Background: an optimization exercise with open tools, aiming at small area. Do not read the settings as production practice. The RTL was checked by simulation tests, not by an equivalence proof against the original design. Power figures rest on the tool's default switching activity, not on a simulated workload.

==> flow/design.v <==
`timescale 1ns/1ps
module master_ahb(
  input  logic        clk_master,
  input  logic        rst_master,
  input  logic        HREADY,
  input  logic [31:0] HRDATA,
  input  logic [31:0] data_top,
  input  logic        write_top,
  input  logic [3:0]  beat_length,
  input  logic        enb,
  input  logic [31:0] addr_top,
  input  logic        wrap_enb,
  output logic [31:0] HADDR,
  output logic        HWRITE,
  output logic [2:0]  HSIZE,
  output logic [31:0] HWDATA,
  output logic [2:0]  HBURST,
  output logic [1:0]  HTRANS,
  output logic fifo_empty,
  output logic fifo_full
);
  logic [31:0] mem [0:15];
  logic [4:0]  fifo_count;    
  logic [3:0]  hw_ptr;        
  logic        hw_valid;      
  logic        st_addr, st_data;   
  logic        burst;              
  logic [1:0]  count;              
  logic push, pop, empty, shift, start;
  assign empty = (fifo_count == 5'd0);
  assign push  = write_top && !fifo_count[4];
  assign pop   = st_data && HREADY && !empty;
  assign start = !st_addr && !st_data && enb && HREADY && !empty &&
                 ((beat_length == 4'd1 && !wrap_enb) || beat_length == 4'd4);
  assign shift = push || empty;
  assign fifo_empty = empty;
  assign fifo_full  = fifo_count[4] || (fifo_count[3:0] == 4'hF);
  always_ff @(posedge clk_master) begin
    if (shift) begin
      mem[0] <= data_top;
      for (int i = 1; i < 16; i++) mem[i] <= mem[i-1];
    end
  end
  always_ff @(posedge clk_master) begin
    if (empty) hw_ptr <= 4'd0;
    else       hw_ptr <= fifo_count[3:0] - 4'd1 + {3'b0, push};
  end
  always_ff @(posedge clk_master or posedge rst_master) begin
    if (rst_master) begin
      fifo_count <= 5'd0;
      hw_valid   <= 1'b0;
      st_addr    <= 1'b0;
      st_data    <= 1'b0;
      burst      <= 1'b0;
      count      <= 2'd0;
      HADDR      <= 32'h0;
      HTRANS     <= 2'b00;
    end else begin
      if (push && !pop)      fifo_count <= fifo_count + 5'd1;
      else if (pop && !push) fifo_count <= fifo_count - 5'd1;
      hw_valid <= st_data && (!empty || !burst);
      HTRANS[1] <= st_addr || st_data;
      HTRANS[0] <= st_data && burst;
      if (start) begin
        burst <= (beat_length == 4'd4);
        HADDR <= addr_top;
        count <= 2'd0;
      end else if (!st_addr && !st_data) begin
        burst <= 1'b0;
      end
      st_addr <= start;
      if (st_addr)
        st_data <= 1'b1;
      else if (st_data && HREADY && (!burst || count == 2'd3))
        st_data <= 1'b0;
      if (st_data && HREADY && burst) begin
        count <= count + 2'd1;
        if (wrap_enb && HADDR[3:0] == 4'hC)
          HADDR[3:2] <= 2'b00;
        else
          HADDR[31:2] <= HADDR[31:2] + 30'd1;
      end
    end
  end
  logic [15:0] rsel;
  always_comb begin
    for (int i = 0; i < 16; i++) rsel[i] = hw_valid && (hw_ptr == i[3:0]);
  end
  always_comb begin
    HWDATA = 32'h0;
    for (int i = 0; i < 16; i++) HWDATA = HWDATA | (mem[i] & {32{rsel[i]}});
  end
  assign HWRITE = st_addr || HTRANS[1];
  assign HSIZE  = 3'b010;
  assign HBURST = {1'b0, burst, burst};
endmodule
export LEC_CHECK = 0
export CAP_MARGIN = 20
export CORE_MARGIN = 2
export CORE_UTILIZATION = 60
export PLACE_DENSITY = 0.6
export SLEW_MARGIN = 20
create_clock -name core_clock -period 5.0 [get_ports {clk_master}]
standard.sh (not shown) runs the stock make flow with config.mk's settings and CLKGATE_MAP_FILE= SYNTH_SCRIPT=/design/flow/synth_recipe.tcl, a recipe that flattens the netlist after the stock synthesis.
==> flow/flow/run.sh <==
#!/bin/bash
# The standard layout (standard.sh) with these changes:
#  - after the standard synthesis, its combinational cells are re-mapped for
#    area (flow/remap.tcl; registers untouched);
#  - port buffers use the smallest buffer (buf_1);
#  - clock tree synthesis without dummy loads, with small clkbuf_4 clusters.
# Each tool's output goes to a log file in this folder (and ORFS's own logs
# under orfs/logs).
set -euo pipefail
cd "$(dirname "$0")/.."
W=$PWD
export BUFFER_PORTS_ARGS="-buffer_cell sky130_fd_sc_hd__buf_1"
export CTS_ARGS="-sink_clustering_enable -repair_clock_nets -dont_use_dummy_load -buf_list sky130_fd_sc_hd__clkbuf_8 -sink_clustering_size 20 -sink_clustering_max_diameter 45"

# 1. standard synthesis, unchanged
bash standard.sh synth > flow_synth.log 2>&1

# 2. re-map the combinational logic
R=$W/orfs/results/$FLOW_PLATFORM/master_ahb/base
cp "$R/1_2_yosys.v" "$W/standard_synth.v"
YOSYS=yosys
if [[ -x "$FLOW_HOME/../tools/install/yosys/bin/yosys" ]]; then YOSYS="$FLOW_HOME/../tools/install/yosys/bin/yosys"; fi
export REMAP_LIB="$FLOW_HOME/platforms/$FLOW_PLATFORM/lib/sky130_fd_sc_hd__tt_025C_1v80.lib"
export REMAP_DONT_USE="$(sed -n '/DONT_USE_CELLS/,/^$/p' "$FLOW_HOME/platforms/$FLOW_PLATFORM/config.mk" | grep -o 'sky130_fd_sc_hd__[a-z0-9_]*' | tr '\n' ' ')"
export REMAP_IN="$W/standard_synth.v" REMAP_OUT="$W/remapped.v" REMAP_DIR="$W" REMAP_SCRIPT="$W/flow/remap.abc"
"$YOSYS" -c "$W/flow/remap.tcl" > remap_yosys.log 2>&1
cp "$W/remapped.v" "$R/1_2_yosys.v"
sleep 1
touch "$R/1_2_yosys.v"

# 3. the rest of the standard layout, from the re-mapped netlist
bash standard.sh finish > flow_finish.log 2>&1
Other scripts of this flow, unchanged in this note and not shown: flow/flow/remap.abc, flow/flow/remap.tcl
==> next run, changes <==
--- a/flow/flow/run.sh
+++ b/flow/flow/run.sh
@@ -13 +13 @@
-export CTS_ARGS="-sink_clustering_enable -repair_clock_nets -dont_use_dummy_load -buf_list sky130_fd_sc_hd__clkbuf_8 -sink_clustering_size 20 -sink_clustering_max_diameter 45"
+export CTS_ARGS="-sink_clustering_enable -repair_clock_nets -dont_use_dummy_load -buf_list sky130_fd_sc_hd__clkbuf_4 -sink_clustering_size 10 -sink_clustering_max_diameter 40"
Settings changed: CORE_UTILIZATION 60 to 75, PLACE_DENSITY 0.6 to 0.8.
The changed run completed with no timing, DRC or antenna violations.
Routed wire length came out higher by 0.40%.
Clock skew came out higher by 0.012 ns.
Final area came out lower by 1.5%.
Worst hold slack got worse by 0.044 ns.
Final cell count came out lower by about 5%.
Fmax came out lower by about 2.6%.
==> next run, changes <==
Settings changed: CORE_UTILIZATION 75 to 60, PLACE_DENSITY 0.8 to 0.6.
What happened: Synthesized area stays the same; total power hardly moves; wire length hardly moves; global-route usage came out lower by 6.5 points; maximum frequency shrinks slightly; hold slack improved by 0.025 ns; combinational power stays flat.
==> next run, changes <==
--- a/flow/flow/run.sh
+++ b/flow/flow/run.sh
@@ -13 +13 @@
-export CTS_ARGS="-sink_clustering_enable -repair_clock_nets -dont_use_dummy_load -buf_list sky130_fd_sc_hd__clkbuf_4 -sink_clustering_size 10 -sink_clustering_max_diameter 40"
+export CTS_ARGS="-sink_clustering_enable -repair_clock_nets -dont_use_dummy_load -buf_list \"sky130_fd_sc_hd__clkbuf_8 sky130_fd_sc_hd__clkbuf_16\" -root_buf sky130_fd_sc_hd__clkbuf_16 -sink_clustering_buffer sky130_fd_sc_hd__clkbuf_8 -sink_clustering_size 24 -sink_clustering_max_diameter 40"
Die area does not change; clock-buffer cell count goes down by 15; fmax goes up by 3.9%; final area goes up by 1.3%; power goes up by 4.4%; combinational power hardly moves; setup slack improves by 0.16 ns.

========
== 02-25 ==
Starts from the design.v that is shown in full above.
export LEC_CHECK = 0
export CAP_MARGIN = 20
export CORE_MARGIN = 2
export CORE_UTILIZATION = 60
export PLACE_DENSITY = 0.6
export SLEW_MARGIN = 20
create_clock -name core_clock -period 5.0 [get_ports {clk_master}]
==> flow/flow/run.sh <==
#!/bin/bash
set -euo pipefail
cd "$(dirname "$0")/.."
export BUFFER_PORTS_ARGS="-buffer_cell sky130_fd_sc_hd__buf_1"
export CTS_ARGS="-sink_clustering_enable -repair_clock_nets -dont_use_dummy_load -buf_list sky130_fd_sc_hd__clkbuf_4 -sink_clustering_size 10 -sink_clustering_max_diameter 40"
bash standard.sh finish > flow_make.log 2>&1
diff inputs: 02-25 => 07-22
==> flow/flow/run.sh <==
#!/bin/bash
set -euo pipefail
cd "$(dirname "$0")/.."
export BUFFER_PORTS_ARGS="-buffer_cell sky130_fd_sc_hd__buf_1"
export CTS_ARGS="-sink_clustering_enable -repair_clock_nets -dont_use_dummy_load -buf_list sky130_fd_sc_hd__clkbuf_8 -sink_clustering_size 16 -sink_clustering_max_diameter 50"
bash standard.sh finish > flow_make.log 2>&1
Every stage of the flow completed for 07-22, and the final layout passed the timing, DRC and antenna checks. Diff 02-25 -> 07-22: number of inserted filler cells in the final layout has decreased, final period demand of the worst path has decreased. | count of clock-buffer cells in the layout | higher: 02-25 |. Sort 02-25 and 07-22 by met3 track utilization from global routing, ascending, and 07-22 comes first. For 02-25, the capturing element of the worst setup path was HWDATA[12], unlike 07-22, where it was HWDATA[24].

========
## alpha
RTL: the design.v shown in full above, as it stands there.
Settings: LEC_CHECK=0, CAP_MARGIN=20, CORE_MARGIN=2, CORE_UTILIZATION=60, PLACE_DENSITY=0.6, SLEW_MARGIN=20; clock period 5.0 ns.
==> flow/flow/run.sh <==
#!/bin/bash
# The standard layout (standard.sh) with these changes:
#  - after the standard synthesis, its combinational cells are re-mapped for
#    area (flow/remap.tcl; registers untouched);
#  - port buffers use the smallest buffer (buf_1);
#  - clock tree synthesis without dummy loads, with small clkbuf_4 clusters.
# Each tool's output goes to a log file in this folder (and ORFS's own logs
# under orfs/logs).
set -euo pipefail
cd "$(dirname "$0")/.."
W=$PWD
export BUFFER_PORTS_ARGS="-buffer_cell sky130_fd_sc_hd__buf_1"
export CTS_ARGS="-sink_clustering_enable -repair_clock_nets -dont_use_dummy_load -buf_list sky130_fd_sc_hd__clkbuf_4 -sink_clustering_size 12 -sink_clustering_max_diameter 30"

# 1. standard synthesis, unchanged
bash standard.sh synth > flow_synth.log 2>&1

# 2. re-map the combinational logic
R=$W/orfs/results/$FLOW_PLATFORM/master_ahb/base
cp "$R/1_2_yosys.v" "$W/standard_synth.v"
YOSYS=yosys
if [[ -x "$FLOW_HOME/../tools/install/yosys/bin/yosys" ]]; then YOSYS="$FLOW_HOME/../tools/install/yosys/bin/yosys"; fi
export REMAP_LIB="$FLOW_HOME/platforms/$FLOW_PLATFORM/lib/sky130_fd_sc_hd__tt_025C_1v80.lib"
export REMAP_DONT_USE="$(sed -n '/DONT_USE_CELLS/,/^$/p' "$FLOW_HOME/platforms/$FLOW_PLATFORM/config.mk" | grep -o 'sky130_fd_sc_hd__[a-z0-9_]*' | tr '\n' ' ')"
export REMAP_IN="$W/standard_synth.v" REMAP_OUT="$W/remapped.v" REMAP_DIR="$W" REMAP_SCRIPT="$W/flow/remap.abc"
"$YOSYS" -c "$W/flow/remap.tcl" > remap_yosys.log 2>&1
cp "$W/remapped.v" "$R/1_2_yosys.v"
sleep 1
touch "$R/1_2_yosys.v"

# 3. the rest of the standard layout, from the re-mapped netlist
bash standard.sh finish > flow_finish.log 2>&1
==> flow/flow/remap.abc <==
strash
&get -n
&fraig -x
&put
scorr
dc2
strash
&get -n
&dch -f
&nf -a -R 1000
&put
Other scripts of this flow, unchanged in this note and not shown: flow/flow/remap.tcl
Changes in beta relative to alpha:
- CAP_MARGIN now 0, was 20
- SLEW_MARGIN now 0, was 20
diff --git a/flow/flow/run.sh b/flow/flow/run.sh
--- a/flow/flow/run.sh
+++ b/flow/flow/run.sh
@@ -13 +13 @@
-export CTS_ARGS="-sink_clustering_enable -repair_clock_nets -dont_use_dummy_load -buf_list sky130_fd_sc_hd__clkbuf_4 -sink_clustering_size 12 -sink_clustering_max_diameter 30"
+export CTS_ARGS="-sink_clustering_enable -repair_clock_nets -dont_use_dummy_load -buf_list sky130_fd_sc_hd__clkbuf_4 -sink_clustering_size 10 -sink_clustering_max_diameter 40"
==> summary.txt <==
The final layout from beta, which completed every stage, passed the timing, DRC and antenna checks at the end of the flow.
The faster design of the two is beta; alpha tops out lower.
Hold slack ended up 63 ps higher on beta than on alpha.
beta against alpha: combinational power now sits at about the same level; portion of total power attributed to combinational logic now sits higher.
Cell area | beta vs alpha | beta smaller
From beta to alpha, synthesized cell count did not move at all.
For the minimum period implied by the final worst setup slack, beta came in 27 ps lower than alpha did.
beta ends up with a length of routed met2 wiring that is 2.1% lower than in alpha.
diff inputs: beta => gamma
- CAP_MARGIN changed from 0 to 20
- SLEW_MARGIN changed from 0 to 20
==> flow/flow/remap.abc <==
strash
 &get -n
 &fraig -x
 &put
 scorr
 dc2
 dc2
 dc2
 strash
 &get -n
 &dch -f
 &nf -a -R 1000
 &put
==> summary.txt <==
- Timing, DRC, antenna: 0 failures across gamma and beta
- Compared with beta, gamma instantiates a smaller number of standard cells.
- gamma and beta ended up with nearly the same finished layout cell area.
- Post-synthesis cell area on gamma is ahead of beta.

========
Setup of P:
master_ahb, a different RTL version from the one above (not shown whole).
Size in the first run: roughly 1,300 cells after synthesis, ~180 I/O pins, about 21,000 um^2 of cells after synthesis.
==> flow/config.mk <==
export PLATFORM = sky130hd
export DESIGN_NAME = master_ahb
export DESIGN_NICKNAME = master_ahb
export VERILOG_FILES = /design/flow/design.v
export SDC_FILE = /design/flow/constraint.sdc
export NUM_CORES = 4
export LEC_CHECK = 0
export CAP_MARGIN = 20
export CORE_MARGIN = 2
export CORE_UTILIZATION = 60
export CTS_BUF_LIST = sky130_fd_sc_hd__clkbuf_4
export PLACE_DENSITY = 0.6
export SLEW_MARGIN = 20
==> flow/constraint.sdc <==
create_clock -name core_clock -period 5.0 [get_ports {clk_master}]
set_input_delay 1.0000 -clock core_clock [delete_from_list [all_inputs] [get_ports {clk_master}]]
set_output_delay 1.0000 -clock core_clock [all_outputs]
set_load 0.01 [all_outputs]
run.sh (not shown) runs the stock make flow with config.mk's settings and CLKGATE_MAP_FILE= SYNTH_SCRIPT=/design/flow/synth_recipe.tcl, a recipe that flattens the netlist after the stock synthesis.
Stock flow here: none of the scripts above is used.
Here is what was changed in the inputs of Q compared with P.
Settings: CORE_UTILIZATION now 40, was 60; CTS_BUF_LIST no longer set, was sky130_fd_sc_hd__clkbuf_4.
==> comparison <==
The run showing the greater fraction of layout cells with a size suffix above 1 is P. Capturing element of the worst setup path: HWDATA[2] -> P, HWDATA[15] -> Q. Area: Q vs P -> Q larger. Clock network power consumption, Q vs P: up by more than 10%. Changes observed in Q relative to P: final-layout clock buffer total saw a decrease; placed instance area moved up; number of well taps +233.
Inputs modified between Q and R:
Settings: CORE_UTILIZATION changed from 40 to 60.
==> flow/flow/run.sh (new file) <==
#!/bin/bash
set -euo pipefail
cd "$(dirname "$0")/.."
export BUFFER_PORTS_ARGS="-buffer_cell sky130_fd_sc_hd__buf_1"
export CTS_ARGS="-sink_clustering_enable -repair_clock_nets -dont_use_dummy_load -buf_list sky130_fd_sc_hd__clkbuf_16 -sink_clustering_size 24 -sink_clustering_max_diameter 60"
bash standard.sh finish > flow_make.log 2>&1
==> flow/standard.sh (new file) <==
#!/bin/bash
# synth_recipe.tcl (not shown) runs the flow's synth.tcl, then flattens the netlist and writes it again
# the make line also repeats each setting of config.mk as NAME=value (left out here)
make -C /OpenROAD-flow-scripts/flow DESIGN_CONFIG=/design/flow/config.mk WORK_HOME=/design/flow/orfs CLKGATE_MAP_FILE= SYNTH_SCRIPT=/design/flow/synth_recipe.tcl "${@:-finish}"
removed: flow/run.sh
### Flow results
- R | stages: all done | timing, DRC, antenna: all pass
- Looking at overall power across Q and R, the one that comes out higher is Q.
- R against Q; clock-buffer cell count is down by more than a quarter.
- From Q to R the numbers moved as follows: post-route worst setup slack increased 0.58 ns, count of plain and timing-repair buffers in the layout went up by 1.1%, maximum clock skew at final layout now sits higher, number of max-slew violations in the final report now sits at about the same level.

========
master_ahb, a different RTL version from the one above (not shown whole).
Size in the first run: roughly 180 I/O pins, roughly 0.020 mm^2 of cells after synthesis.
==> flow/design.v (excerpt) <==
module master_ahb(
  input  logic        clk_master,
  input  logic        rst_master,
  input  logic        HREADY,
  input  logic [31:0] HRDATA,
  input  logic [31:0] data_top,
  input  logic        write_top,
  input  logic [3:0]  beat_length,
  input  logic        enb,
  input  logic [31:0] addr_top,
  input  logic        wrap_enb,
  output logic [31:0] HADDR,
  output logic        HWRITE,
  output logic [2:0]  HSIZE,
  output logic [31:0] HWDATA,
  output logic [2:0]  HBURST,
  output logic [1:0]  HTRANS,
  output logic fifo_empty,
  output logic fifo_full
);
  logic [31:0] mem [0:15];
  logic [4:0]  fifo_count;    
  logic [3:0]  hw_ptr;        
  logic        hw_valid;      
  logic        st_addr, st_data;   
  logic        burst;              
  logic [1:0]  count;              
  logic push, pop, empty, shift, start;
  assign empty = (fifo_count == 5'd0);
  assign push  = write_top && !fifo_count[4];
  assign pop   = st_data && HREADY && !empty;
  assign start = !st_addr && !st_data && enb && HREADY && !empty &&
                 ((beat_length == 4'd1 && !wrap_enb) || beat_length == 4'd4);
  assign shift = push || empty;
  assign fifo_empty = empty;
  assign fifo_full  = fifo_count[4] || (fifo_count[3:0] == 4'hF);
  always_ff @(posedge clk_master) begin
    if (shift) begin
      mem[0] <= data_top;
      for (int i = 1; i < 16; i++) mem[i] <= mem[i-1];
    end
  end
  always_ff @(posedge clk_master) begin
    if (start)
      count <= 2'd0;
    else if (st_data && HREADY && burst)
      count <= count + 2'd1;
  end
  always_ff @(posedge clk_master) begin
    if (empty) hw_ptr <= 4'd0;
  ...
clock: 5.0 ns
lec_check: 0
cap_margin: 20
core_margin: 2
core_utilization: 75
gpl_timing_driven: 0
place_density: 0.8
slew_margin: 20
standard.sh (not shown) runs the stock make flow with config.mk's settings and CLKGATE_MAP_FILE= SYNTH_SCRIPT=/design/flow/synth_recipe.tcl, a recipe that flattens the netlist after the stock synthesis.
==> flow/flow/run.sh <==
#!/bin/bash
# The standard layout (standard.sh) with these changes:
#  - after the standard synthesis, its combinational cells are re-mapped for
#    area (flow/remap.tcl; registers untouched);
#  - port buffers use the smallest buffer (buf_1);
#  - clock tree synthesis without dummy loads, with small clkbuf_4 clusters.
# Each tool's output goes to a log file in this folder (and ORFS's own logs
# under orfs/logs).
set -euo pipefail
cd "$(dirname "$0")/.."
W=$PWD
export BUFFER_PORTS_ARGS="-buffer_cell sky130_fd_sc_hd__buf_1"
export CTS_ARGS="-sink_clustering_enable -repair_clock_nets -dont_use_dummy_load -buf_list sky130_fd_sc_hd__clkbuf_4 -sink_clustering_size 10 -sink_clustering_max_diameter 40"

# 1. standard synthesis, unchanged
bash standard.sh synth > flow_synth.log 2>&1

# 2. re-map the combinational logic
R=$W/orfs/results/$FLOW_PLATFORM/master_ahb/base
cp "$R/1_2_yosys.v" "$W/standard_synth.v"
YOSYS=yosys
if [[ -x "$FLOW_HOME/../tools/install/yosys/bin/yosys" ]]; then YOSYS="$FLOW_HOME/../tools/install/yosys/bin/yosys"; fi
export REMAP_LIB="$FLOW_HOME/platforms/$FLOW_PLATFORM/lib/sky130_fd_sc_hd__tt_025C_1v80.lib"
export REMAP_DONT_USE="$(sed -n '/DONT_USE_CELLS/,/^$/p' "$FLOW_HOME/platforms/$FLOW_PLATFORM/config.mk" | grep -o 'sky130_fd_sc_hd__[a-z0-9_]*' | tr '\n' ' ')"
export REMAP_IN="$W/standard_synth.v" REMAP_OUT="$W/remapped.v" REMAP_DIR="$W" REMAP_SCRIPT="$W/flow/remap.abc"
"$YOSYS" -c "$W/flow/remap.tcl" > remap_yosys.log 2>&1
cp "$W/remapped.v" "$R/1_2_yosys.v"
sleep 1
touch "$R/1_2_yosys.v"

# 3. the rest of the standard layout, from the re-mapped netlist
bash standard.sh finish > flow_finish.log 2>&1
Other scripts of this flow, unchanged in this note and not shown: flow/flow/remap.abc, flow/flow/remap.tcl
The baseline completed with no timing, DRC or antenna violations.
Rerun with:
GPL_TIMING_DRIVEN = unset   (was 0)
After rerunning:
- count of clock-buffer cells in the layout grows by 1
- total power decreases by 1.1%
- maximum frequency rises by 1.1%
- sequential share of layout area rises by 1.3 points
- combinational power shrinks by about 7%
- clock power is about the same
- cell area went down by 1.7%
- utilization decreases by 1.4 points
- area after synthesis does not change

-- what the ideal ports hide --
No port has a modelled driver above. Below, the same layouts with a new extraction and two added sets of constraints. Step 1, drivers: a clkbuf_16 drives clk_master and a buf_2 each remaining input, both assumed. Step 2 adds t to the input delays and takes it off the output delays; t is the mean of the earliest and latest rising clock arrival at the registers after step 1. Input paths then give back, and output paths get back, about the clock's delay inside the block. Slacks: ideal / step 1 / step 2; pairs: ideal / step 1.
run | t, ns | setup WS [ns] | hold slack, ns
the first run of note 1 | 0.639 | 0.851 / 0.802 / 1.112 | 0.408 / 0.408 / 0.408
the second run of note 1 | 0.733 | 0.738 / 0.689 / 1.135 | 0.364 / 0.364 / 0.364
the third run of note 1 | 0.742 | 0.722 / 0.675 / 1.150 | 0.389 / 0.361 / 0.393
the fourth run of note 1 | 0.593 | 0.881 / 0.826 / 1.122 | 0.430 / 0.430 / 0.430
02-25 | 0.776 | 0.676 / 0.623 / 1.399 | 0.366 / 0.353 / 0.366
07-22 | 0.662 | 0.819 / 0.768 / 1.430 | 0.394 / 0.394 / 0.394
alpha | 0.793 | 0.695 / 0.646 / 1.144 | 0.326 / 0.297 / 0.376
beta | 0.742 | 0.722 / 0.675 / 1.150 | 0.389 / 0.361 / 0.393
gamma | 0.774 | 0.647 / 0.597 / 0.091 | 0.264 / 0.235 / 0.399
P | 0.849 | 0.288 / 0.237 / 1.085 | 0.420 / 0.420 / 0.420
Q | 0.667 | 0.331 / 0.274 / 0.942 | 0.427 / 0.427 / 0.427
R | 0.595 | 0.916 / 0.863 / 1.458 | 0.407 / 0.407 / 0.407
the first run of note 5 | 0.736 | 0.567 / 0.520 / 1.256 | 0.142 / 0.115 / 0.429
the second run of note 5 | 0.764 | 0.613 / 0.561 / 1.250 | 0.373 / 0.340 / 0.377
After both steps setup and hold are still met in every run listed. The setup slack of gamma, which loses most, moves by -0.050 ns with the drivers and by -0.556 ns with both steps.
